This design comes from an exercise in tuning for small area on the open sky130 flow, not from production work.
Only simulation tests tie the RTL to the original design; equivalence was not proved.

==> v39 <==
==> flow/design.v <==
module dec31 (
    input  wire [4:0]  a,
    output wire [31:1] y
);
    genvar i;
    generate
        for (i = 1; i < 32; i = i + 1) begin : g_d
            assign y[i] = (a == i);
        end
    endgenerate
endmodule
module wdec31 (
    input  wire [4:0]  a,
    output wire [31:1] we,
    output wire [31:1] nwe
);
    genvar i;
    generate
        for (i = 1; i < 32; i = i + 1) begin : g_d
            assign we[i]  = (a == i);
            assign nwe[i] = (a != i);
        end
    endgenerate
endmodule
module rnext (
    input  wire [31:0] q,
    input  wire [31:0] wd,
    input  wire        we,
    input  wire        nwe,
    output wire [31:0] y
);
    assign y = (q & {32{nwe}}) | (wd & {32{we}});
endmodule
module aoi222 (
    input  wire a1, a2, b1, b2, c1, c2,
    output wire y
);
    assign y = ~((a1 & a2) | (b1 & b2) | (c1 & c2));
endmodule
module rmux (
    input  wire [31:1]       s,
    input  wire [32*31-1:0]  q,
    output wire [31:0]       y
);
    genvar i, j;
    generate
        for (j = 0; j < 32; j = j + 1) begin : g_b
            wire [10:0] t;
            for (i = 0; i < 10; i = i + 1) begin : g_t
                aoi222 u (
                    .a1(s[3*i+1]), .a2(q[32*(3*i)+j]),
                    .b1(s[3*i+2]), .b2(q[32*(3*i+1)+j]),
                    .c1(s[3*i+3]), .c2(q[32*(3*i+2)+j]),
                    .y(t[i]));
            end
            assign t[10] = ~(s[31] & q[32*30+j]);
            assign y[j] = ~&t;
        end
    endgenerate
endmodule
module c_xor2 (input wire a, b, output wire y);
    assign y = a ^ b;
endmodule
module c_ha (input wire a, b, output wire s, c);
    assign s = a ^ b;
    assign c = a & b;
endmodule
module c_and2 (input wire a, b, output wire y);
    assign y = a & b;
endmodule
module c_ao21 (input wire a1, a2, b1, output wire y);
    assign y = (a1 & a2) | b1;
endmodule
module c_mx2i (input wire a0, a1, s, output wire y);
    assign y = ~(s ? a1 : a0);
endmodule
module c_sel5 (input wire s0, v0, s1, v1, s2, v2, s3, v3, s4, v4, output wire y);
    assign y = (s0 & v0) | (s1 & v1) | (s2 & v2) | (s3 & v3) | (s4 & v4);
endmodule
module alu (
    input  wire [31:0] a,
    input  wire [31:0] b,
    input  wire [2:0]  s,
    input  wire        ext,
    output wire [31:0] y,
    output wire        eq
);
    genvar i;
    wire [31:0] bx, p, g;
    generate
        for (i = 0; i < 32; i = i + 1) begin : g_pg
            c_xor2 u_bx (.a(b[i]), .b(ext), .y(bx[i]));
            c_ha   u_pg (.a(a[i]), .b(bx[i]), .s(p[i]), .c(g[i]));
        end
    endgenerate
    assign eq = ~|p;
    wire [31:0] G0, P0;
    c_ao21 u_g00 (.a1(p[0]), .a2(ext), .b1(g[0]), .y(G0[0]));
    assign P0[0] = 1'b0;
    assign G0[31:1] = g[31:1];
    assign P0[31:1] = p[31:1];
    wire [31:0] G1, P1, G2, P2, G3, P3, G4, P4, H;
    generate
        for (i = 0; i < 32; i = i + 1) begin : g_l1
            if (i % 2 == 1) begin : g_m
                c_ao21 u_g (.a1(P0[i]), .a2(G0[i-1]), .b1(G0[i]), .y(G1[i]));
                if (i > 1) begin : g_p
                    c_and2 u_p (.a(P0[i]), .b(P0[i-1]), .y(P1[i]));
                end else begin : g_z
                    assign P1[i] = 1'b0;
                end
            end else begin : g_t
                assign G1[i] = G0[i];
                assign P1[i] = P0[i];
            end
        end
        for (i = 0; i < 32; i = i + 1) begin : g_l2
            if (i % 4 == 3) begin : g_m
                c_ao21 u_g (.a1(P1[i]), .a2(G1[i-2]), .b1(G1[i]), .y(G2[i]));
                if (i > 3) begin : g_p
                    c_and2 u_p (.a(P1[i]), .b(P1[i-2]), .y(P2[i]));
                end else begin : g_z
                    assign P2[i] = 1'b0;
                end
            end else begin : g_t
                assign G2[i] = G1[i];
                assign P2[i] = P1[i];
            end
        end
        for (i = 0; i < 32; i = i + 1) begin : g_l3
            if (i % 8 == 7) begin : g_m
                c_ao21 u_g (.a1(P2[i]), .a2(G2[i-4]), .b1(G2[i]), .y(G3[i]));
                if (i > 7) begin : g_p
                    c_and2 u_p (.a(P2[i]), .b(P2[i-4]), .y(P3[i]));
                end else begin : g_z
                    assign P3[i] = 1'b0;
                end
            end else begin : g_t
                assign G3[i] = G2[i];
                assign P3[i] = P2[i];
            end
        end
        for (i = 0; i < 32; i = i + 1) begin : g_l4
            if (i % 16 == 15) begin : g_m
                c_ao21 u_g (.a1(P3[i]), .a2(G3[i-8]), .b1(G3[i]), .y(G4[i]));
                assign P4[i] = 1'b0;
            end else begin : g_t
                assign G4[i] = G3[i];
                assign P4[i] = P3[i];
            end
        end
        for (i = 0; i < 31; i = i + 1) begin : g_h
            if (i == 15 || i == 7 || i == 3 || i == 1 || i == 0) begin : g_d
                assign H[i] = (i == 15) ? G4[i] : (i == 7) ? G3[i] : (i == 3) ? G2[i] :
                              (i == 1) ? G1[i] : G0[i];
            end else if (i == 23) begin : g_23
                c_ao21 u_h (.a1(P3[i]), .a2(H[15]), .b1(G3[i]), .y(H[i]));
            end else if (i % 8 == 3 || i % 8 == 7) begin : g_4
                c_ao21 u_h (.a1(P2[i]), .a2(H[i-4]), .b1(G2[i]), .y(H[i]));
            end else if (i % 2 == 1) begin : g_2
                c_ao21 u_h (.a1(P1[i]), .a2(H[i-2]), .b1(G1[i]), .y(H[i]));
            end else begin : g_1
                c_ao21 u_h (.a1(P0[i]), .a2(H[i-1]), .b1(G0[i]), .y(H[i]));
            end
        end
    endgenerate
    wire [31:0] c = {H[30:0], ext};
    wire [31:0] sum;
    generate
        for (i = 0; i < 32; i = i + 1) begin : g_sum
            c_xor2 u_s (.a(p[i]), .b(c[i]), .y(sum[i]));
        end
    endgenerate
    wire        left = ~s[2];
    wire        fill = ext & a[31];
    wire [31:0] st0, st1, st2, st3, st4, st5;
    generate
        for (i = 0; i < 32; i = i + 1) begin : g_sh
            c_mx2i u0 (.a0(a[i]), .a1(a[31-i]), .s(left), .y(st0[i]));    
            if (i + 1 < 32) begin : g1a
                c_mx2i u1 (.a0(st0[i]), .a1(st0[i+1]), .s(b[0]), .y(st1[i]));
            end else begin : g1b
                c_mx2i u1 (.a0(st0[i]), .a1(~fill), .s(b[0]), .y(st1[i]));
            end
            if (i + 2 < 32) begin : g2a
                c_mx2i u2 (.a0(st1[i]), .a1(st1[i+2]), .s(b[1]), .y(st2[i]));  
            end else begin : g2b
                c_mx2i u2 (.a0(st1[i]), .a1(fill), .s(b[1]), .y(st2[i]));
            end
            if (i + 4 < 32) begin : g3a
                c_mx2i u3 (.a0(st2[i]), .a1(st2[i+4]), .s(b[2]), .y(st3[i]));
            end else begin : g3b
                c_mx2i u3 (.a0(st2[i]), .a1(~fill), .s(b[2]), .y(st3[i]));
            end
            if (i + 8 < 32) begin : g4a
                c_mx2i u4 (.a0(st3[i]), .a1(st3[i+8]), .s(b[3]), .y(st4[i]));  
            end else begin : g4b
                c_mx2i u4 (.a0(st3[i]), .a1(fill), .s(b[3]), .y(st4[i]));
            end
            if (i + 16 < 32) begin : g5a
                c_mx2i u5 (.a0(st4[i]), .a1(st4[i+16]), .s(b[4]), .y(st5[i]));
            end else begin : g5b
                c_mx2i u5 (.a0(st4[i]), .a1(~fill), .s(b[4]), .y(st5[i]));
            end
        end
    endgenerate
    wire [31:0] sr = st5;
    wire s_sum = (s == 3'b000);
    wire s_sll = (s == 3'b001);
    wire s_srl = (s == 3'b101);
    wire s_p   = (s == 3'b100) | (s == 3'b110);
    wire s_g   = (s == 3'b111) | (s == 3'b110);
    generate
        for (i = 0; i < 32; i = i + 1) begin : g_out
            c_sel5 u (.s0(s_sum), .v0(sum[i]), .s1(s_sll), .v1(sr[31-i]),
                      .s2(s_srl), .v2(sr[i]),  .s3(s_p),   .v3(p[i]),
                      .s4(s_g),   .v4(g[i]),   .y(y[i]));
        end
    endgenerate
endmodule
module rv32i (
    input  wire        clk,
    input  wire        n_rst,
    input  wire [31:0] instruction,
    output wire [7:0]  pc,
    input  wire [31:0] d_in,
    output wire        wr_en,
    output wire [1:0]  mode,
    output wire [7:0]  wr_addr,
    output wire [7:0]  rd_addr,
    output wire [31:0] d_out
);
    reg  [7:0]  pc_reg;
    reg  [31:0] inst;
    wire [7:0]  pc_next;
    assign pc = pc_reg;
    always @(posedge clk or negedge n_rst)
        if (!n_rst) pc_reg <= 8'd0;
        else        pc_reg <= pc_next;
    always @(posedge clk or negedge n_rst)
        if (!n_rst) inst[0] <= 1'b0;
        else        inst[0] <= instruction[0];
    always @(posedge clk)
        inst[31:1] <= instruction[31:1];
    wire [6:0] op = inst[6:0];
    wire [2:0] f3 = inst[14:12];
    wire is_load  = (op == 7'b0000011);
    wire is_store = (op == 7'b0100011);
    wire is_br    = (op == 7'b1100011);
    wire is_imm   = (op == 7'b0010011);
    wire is_op    = (op == 7'b0110011);
    wire is_jal   = (op == 7'b1101111);
    wire is_jalr  = (op == 7'b1100111);
    wire is_lui   = (op == 7'b0110111);
    wire is_auipc = (op == 7'b0010111);
    wire writes   = is_load | is_op | is_imm | is_jal | is_jalr | is_lui | is_auipc;
    wire [31:0] r1, r2;
    wire [4:0]  rd_W;
    reg  [31:0] wd_W;
    wire [32*31-1:0] rq;
    wire [31:1]      s1, s2, we, nwe;
    genvar gi;
    generate
        for (gi = 1; gi < 32; gi = gi + 1) begin : g_rf
            reg  [31:0] r;
            wire [31:0] rn;
            rnext u_n (.q(r), .wd(wd_W), .we(we[gi]), .nwe(nwe[gi]), .y(rn));
            always @(posedge clk)
                r <= rn;
            assign rq[32*(gi-1) +: 32] = r;
        end
    endgenerate
    wdec31 u_wdec (.a(rd_W), .we(we), .nwe(nwe));
    dec31  u_dec1 (.a(inst[19:15]), .y(s1));
    dec31  u_dec2 (.a(inst[24:20]), .y(s2));
    rmux   u_rd1  (.s(s1), .q(rq), .y(r1));
    rmux   u_rd2  (.s(s2), .q(rq), .y(r2));
    wire [8:0] link = {1'b0, pc_reg} + 9'd4;
    wire [7:0] imm_p = {inst[27:25], inst[3] ? inst[24:21] : inst[11:8], 1'b0};
    wire [7:0] add_p = pc_reg + imm_p;
    wire       st_fmt = inst[5] & ~inst[6];
    wire       sub_a  = inst[30] & ~inst[6];
    wire [7:0] imm_a  = st_fmt ? {inst[27:25], inst[11:7]} : inst[27:20];
    wire [7:0] add_a  = r1[7:0] + (imm_a ^ {8{sub_a}}) + {7'b0, sub_a};
    wire        a_r1 = is_op | is_imm | is_br;
    wire        a_j  = is_jal | is_jalr;
    wire [31:0] in_a = a_r1     ? r1 :
                       is_auipc ? {24'b0, pc_reg} :
                       a_j      ? {23'b0, link} : 32'b0;
    wire        b_r2 = is_op | is_br | is_store;
    wire        b_u  = is_lui | is_auipc;
    wire [31:0] in_b = b_r2   ? r2 :
                       is_imm ? {{20{inst[31]}}, inst[31:20]} :
                       b_u    ? {inst[31:12], 12'b0} : 32'b0;
    reg [31:0] a_E, b_E;
    reg [7:0]  t_E;
    reg        alu_E, ext_E, beq_E;
    reg [4:0]  rd_E;
    reg [2:0]  f3_E;
    reg        ld_E, st_E;
    always @(posedge clk) begin
        a_E   <= in_a;
        b_E   <= in_b;
        t_E   <= inst[6] ? add_p : add_a;
        alu_E <= is_op | is_imm;
        ext_E <= inst[30] & (((is_op | is_imm) & (f3 == 3'b000)) |
                             ((is_op | is_imm) & (f3 == 3'b101)) | b_u);
        beq_E <= is_br & (f3 == 3'b000);
        rd_E  <= writes ? inst[11:7] : 5'd0;
        f3_E  <= f3;
        ld_E  <= is_load;
        st_E  <= is_store;
    end
    wire [31:0] y;
    wire        eq;
    alu alu (.a(a_E), .b(b_E), .s(alu_E ? f3_E : 3'b000), .ext(ext_E), .y(y), .eq(eq));
    wire taken_E = beq_E & eq;
    assign pc_next = is_jalr ? add_a :
                     is_jal  ? add_p :
                     taken_E ? t_E   : link[7:0];
    reg [31:0] x_M;
    reg [7:0]  a_M;
    reg [4:0]  rd_M;
    reg [2:0]  f3_M;
    reg        ld_M, st_M;
    always @(posedge clk) begin
        x_M  <= y;
        a_M  <= t_E;
        rd_M <= rd_E;
        f3_M <= f3_E;
        ld_M <= ld_E;
        st_M <= st_E;
    end
    assign wr_en   = st_M;
    assign mode    = f3_M[1:0];
    assign wr_addr = a_M;
    assign rd_addr = a_M;
    assign d_out   = x_M;
    function [31:0] rd_data_sel(input [2:0] funct, input [31:0] data);
        case (funct)
            3'b000 : rd_data_sel = {{24{data[7]}}, data[7:0]};
            3'b001 : rd_data_sel = {{16{data[15]}}, data[15:0]};
            3'b010 : rd_data_sel = data;
            3'b100 : rd_data_sel = {24'h0, data[7:0]};
            3'b101 : rd_data_sel = {16'h0, data[15:0]};
            default: rd_data_sel = 32'h0;
        endcase
    endfunction
    reg [4:0] rd_Wr;
    assign rd_W = rd_Wr;
    always @(posedge clk) begin
        wd_W  <= ld_M ? rd_data_sel(f3_M, d_in) : x_M;
        rd_Wr <= rd_M;
    end
endmodule
==> flow/flow/run.sh <==
#!/bin/bash
# The standard layout (standard.sh: standard synthesis, floorplan, place,
# CTS, route), with the port buffers made from the smallest buffer cell and
# ORFS's power recovery (downsizing gates off the critical paths) enabled
# after global routing. ORFS writes each step's log under orfs/logs; make's
# own output goes to make_finish.log here.
set -euo pipefail
bash standard.sh "BUFFER_PORTS_ARGS=-buffer_cell sky130_fd_sc_hd__buf_1" RECOVER_POWER=100 finish > make_finish.log 2>&1
==> flow/standard.sh <==
#!/bin/bash
# synth_recipe.tcl (not shown) runs the flow's synth.tcl, then flattens the netlist and writes it again
# the make line also repeats each setting of config.mk as NAME=value (left out here)
make -C /OpenROAD-flow-scripts/flow DESIGN_CONFIG=/design/flow/config.mk WORK_HOME=/design/flow/orfs CLKGATE_MAP_FILE= SYNTH_SCRIPT=/design/flow/synth_recipe.tcl "${@:-finish}"
==> flow/config.mk <==
export PLATFORM = sky130hd
export DESIGN_NAME = rv32i
export DESIGN_NICKNAME = rv32i
export VERILOG_FILES = /design/flow/design.v
export SDC_FILE = /design/flow/constraint.sdc
export NUM_CORES = 4
export LEC_CHECK = 0
export CAP_MARGIN = 20
export CORE_MARGIN = 2
export CORE_UTILIZATION = 60
export CTS_BUF_LIST = sky130_fd_sc_hd__clkbuf_16
export CTS_CLUSTER_DIAMETER = 100
export CTS_CLUSTER_SIZE = 22
export SLEW_MARGIN = 20
export SYNTH_HIERARCHICAL = 1
export SYNTH_MINIMUM_KEEP_SIZE = 0
==> flow/constraint.sdc <==
create_clock -name core_clock -period 7.0 [get_ports {clk}]
set_input_delay 1.4000 -clock core_clock [delete_from_list [all_inputs] [get_ports {clk}]]
set_output_delay 1.4000 -clock core_clock [all_outputs]
set_load 0.01 [all_outputs]
==> v38: changes against v39 <==
==> flow/design.v, changed modules only <==
module rv32i (
    input  wire        clk,
    input  wire        n_rst,
    input  wire [31:0] instruction,
    output wire [7:0]  pc,
    input  wire [31:0] d_in,
    output wire        wr_en,
    output wire [1:0]  mode,
    output wire [7:0]  wr_addr,
    output wire [7:0]  rd_addr,
    output wire [31:0] d_out
);
    reg  [7:0]  pc_reg;
    reg  [31:0] inst;
    wire [7:0]  pc_next;
    assign pc = pc_reg;
    always @(posedge clk or negedge n_rst)
        if (!n_rst) pc_reg <= 8'd0;
        else        pc_reg <= pc_next;
    always @(posedge clk or negedge n_rst)
        if (!n_rst) inst[0] <= 1'b0;
        else        inst[0] <= instruction[0];
    always @(posedge clk)
        inst[31:1] <= instruction[31:1];
    wire [6:0] op = inst[6:0];
    wire [2:0] f3 = inst[14:12];
    wire is_load  = (op == 7'b0000011);
    wire is_store = (op == 7'b0100011);
    wire is_br    = (op == 7'b1100011);
    wire is_imm   = (op == 7'b0010011);
    wire is_op    = (op == 7'b0110011);
    wire is_jal   = (op == 7'b1101111);
    wire is_jalr  = (op == 7'b1100111);
    wire is_lui   = (op == 7'b0110111);
    wire is_auipc = (op == 7'b0010111);
    wire writes   = is_load | is_op | is_imm | is_jal | is_jalr | is_lui | is_auipc;
    wire [31:0] r1, r2;
    wire [4:0]  rd_W;
    reg  [31:0] wd_W;
    wire [32*31-1:0] rq;
    wire [31:1]      s1, s2, we, nwe;
    genvar gi;
    generate
        for (gi = 1; gi < 32; gi = gi + 1) begin : g_rf
            reg  [31:0] r;
            wire [31:0] rn;
            rnext u_n (.q(r), .wd(wd_W), .we(we[gi]), .nwe(nwe[gi]), .y(rn));
            always @(posedge clk)
                r <= rn;
            assign rq[32*(gi-1) +: 32] = r;
        end
    endgenerate
    wdec31 u_wdec (.a(rd_W), .we(we), .nwe(nwe));
    dec31  u_dec1 (.a(inst[19:15]), .y(s1));
    dec31  u_dec2 (.a(inst[24:20]), .y(s2));
    rmux   u_rd1  (.s(s1), .q(rq), .y(r1));
    rmux   u_rd2  (.s(s2), .q(rq), .y(r2));
    wire [8:0] link = {1'b0, pc_reg} + 9'd4;
    wire [7:0] imm_p = {inst[27:25], inst[3] ? inst[24:21] : inst[11:8], 1'b0};
    wire [7:0] add_p = pc_reg + imm_p;
    wire       st_fmt = inst[5] & ~inst[6];
    wire       sub_a  = inst[30] & ~inst[6];
    wire [7:0] imm_a  = st_fmt ? {inst[27:25], inst[11:7]} : inst[27:20];
    wire [7:0] add_a  = r1[7:0] + (imm_a ^ {8{sub_a}}) + {7'b0, sub_a};
    wire        a_r1 = is_op | is_imm | is_br;
    wire        a_j  = is_jal | is_jalr;
    wire [31:0] in_a = a_r1     ? r1 :
                       is_auipc ? {24'b0, pc_reg} :
                       a_j      ? {23'b0, link} : 32'b0;
    wire        b_r2 = is_op | is_br | is_store;
    wire        b_u  = is_lui | is_auipc;
    wire [31:0] in_b = b_r2   ? r2 :
                       is_imm ? {{20{inst[31]}}, inst[31:20]} :
                       b_u    ? {inst[31:12], 12'b0} : 32'b0;
    wire [2:0]  s_alu = (is_op | is_imm) ? f3 : 3'b000;
    wire        ext   = inst[30] & (((is_op | is_imm) & ((f3 == 3'b000) | (f3 == 3'b101))) | b_u);
    wire [31:0] y;
    wire        eq;
    alu alu (.a(in_a), .b(in_b), .s(s_alu), .ext(ext), .y(y), .eq(eq));
    reg [31:0] x_E;
    reg [7:0]  t_E;
    reg        taken_E;
    reg [4:0]  rd_E;
    reg [2:0]  f3_E;
    reg        ld_E, st_E;
    always @(posedge clk) begin
        x_E     <= y;
        t_E     <= inst[6] ? add_p : add_a;
        taken_E <= is_br & (f3 == 3'b000) & eq;
        rd_E    <= writes ? inst[11:7] : 5'd0;
        f3_E    <= f3;
        ld_E    <= is_load;
        st_E    <= is_store;
    end
    assign pc_next = is_jalr ? add_a :
                     is_jal  ? add_p :
                     taken_E ? t_E   : link[7:0];
    reg [31:0] x_M;
    reg [7:0]  a_M;
    reg [4:0]  rd_M;
    reg [2:0]  f3_M;
    reg        ld_M, st_M;
    always @(posedge clk) begin
        x_M  <= x_E;
        a_M  <= t_E;
        rd_M <= rd_E;
        f3_M <= f3_E;
        ld_M <= ld_E;
        st_M <= st_E;
    end
    assign wr_en   = st_M;
    assign mode    = f3_M[1:0];
    assign wr_addr = a_M;
    assign rd_addr = a_M;
    assign d_out   = x_M;
    function [31:0] rd_data_sel(input [2:0] funct, input [31:0] data);
        case (funct)
            3'b000 : rd_data_sel = {{24{data[7]}}, data[7:0]};
            3'b001 : rd_data_sel = {{16{data[15]}}, data[15:0]};
            3'b010 : rd_data_sel = data;
            3'b100 : rd_data_sel = {24'h0, data[7:0]};
            3'b101 : rd_data_sel = {16'h0, data[15:0]};
            default: rd_data_sel = 32'h0;
        endcase
    endfunction
    reg [4:0] rd_Wr;
    assign rd_W = rd_Wr;
    always @(posedge clk) begin
        wd_W  <= ld_M ? rd_data_sel(f3_M, d_in) : x_M;
        rd_Wr <= rd_M;
    end
endmodule
==> flow/flow/run.sh (replaced) <==
#!/bin/bash
# The standard layout (standard.sh: standard synthesis, floorplan, place,
# CTS, route), with the port buffers made from the smallest buffer cell.
# ORFS writes each step's log under orfs/logs; make's own output goes to
# make_finish.log here.
set -euo pipefail
bash standard.sh "BUFFER_PORTS_ARGS=-buffer_cell sky130_fd_sc_hd__buf_1" finish > make_finish.log 2>&1
Settings changed: CORE_UTILIZATION 60 to 70, CTS_CLUSTER_DIAMETER 100 to 120, CTS_CLUSTER_SIZE 22 to 24.
==> v27: changes against v39 <==
==> flow/flow/run.sh (replaced) <==
#!/bin/bash
# The standard layout (standard.sh: standard synthesis, floorplan, place,
# CTS, route), with the port buffers made from the smallest buffer cell.
# ORFS writes each step's log under orfs/logs; make's own output goes to
# make_finish.log here.
set -euo pipefail
bash standard.sh "BUFFER_PORTS_ARGS=-buffer_cell sky130_fd_sc_hd__buf_1" finish > make_finish.log 2>&1
==> results_dict.tcl <==
set metrics [dict create \
    grt_pass1_vias 41171 \
    clock_area_share_pct 2.90 \
    nNonClkBuffers 261 \
    nets 4568 \
    synth_area_leaders "dfxtp_1, a22o_1, a222oi_1" \
    finalWirelength_mm 218 \
    outcome "finished clean" \
    dieArea_um2 87600 \
]
Source of the figures above: v27

==> results_dict.tcl <==
set metrics [dict create \
    finalWirelength_mm 218 \
    clock_area_share_pct 2.92 \
    drv_cap 33 \
    nets 4568 \
    outcome "complete, but fails checks" \
    slew_viol_final 1019 \
    synth_area_leaders "dfxtp_1, a22o_1, a222oi_1" \
    dieArea_um2 87600 \
    syn_to_final_growth_pct 4.99 \
    busiest_layer "met2" \
    power_frac_clock_pct 32.9 \
    crit_path_start_kind "register" \
    nNonClkBuffers 261 \
    maxPowerGroup "registers" \
    check-failures "capacitance limit, slew limit" \
]
Source of the figures above: v39

==> results_dict.tcl <==
set metrics [dict create \
    outcome "complete, but fails checks" \
    check-failures "setup timing" \
    grt_pass1_vias 43552 \
    synth_area_leaders "dfxtp_1, a22o_1, a222oi_1" \
    nets 4554 \
    setup_violations 1 \
    clock_area_share_pct 2.69 \
    nNonClkBuffers 278 \
    finalWirelength_mm 211 \
    fin_ws_ns -0.0173 \
]
Source of the figures above: v38

-- static timing again, ports no longer ideal --
How much do the figures lean on ideal ports? The routed layouts below were timed once more, with nothing changed but the port constraints. Step 1 (the two cells are an assumption about what drives the block):
set clk [get_ports {clk}]
set_driving_cell -lib_cell sky130_fd_sc_hd__clkbuf_16 $clk
set_driving_cell -lib_cell sky130_fd_sc_hd__buf_2 [delete_from_list [all_inputs] $clk]
Step 2 adds t to the input delays and takes it off the output delays; t is the mean of the earliest and latest rising clock arrival at the registers after step 1. Input paths then give back, and output paths get back, about the clock's delay inside the block. Three values: ideal ports, drivers, drivers and shift; two values: the first two.
run	t, ns	setup slack, ns	cell pins on the clock port's net
v39	0.750	1.068 / 1.068 / 1.068	1
v38	0.771	-0.017 / -0.017 / -0.017	1
v27	0.750	2.064 / 2.064 / 2.064	1
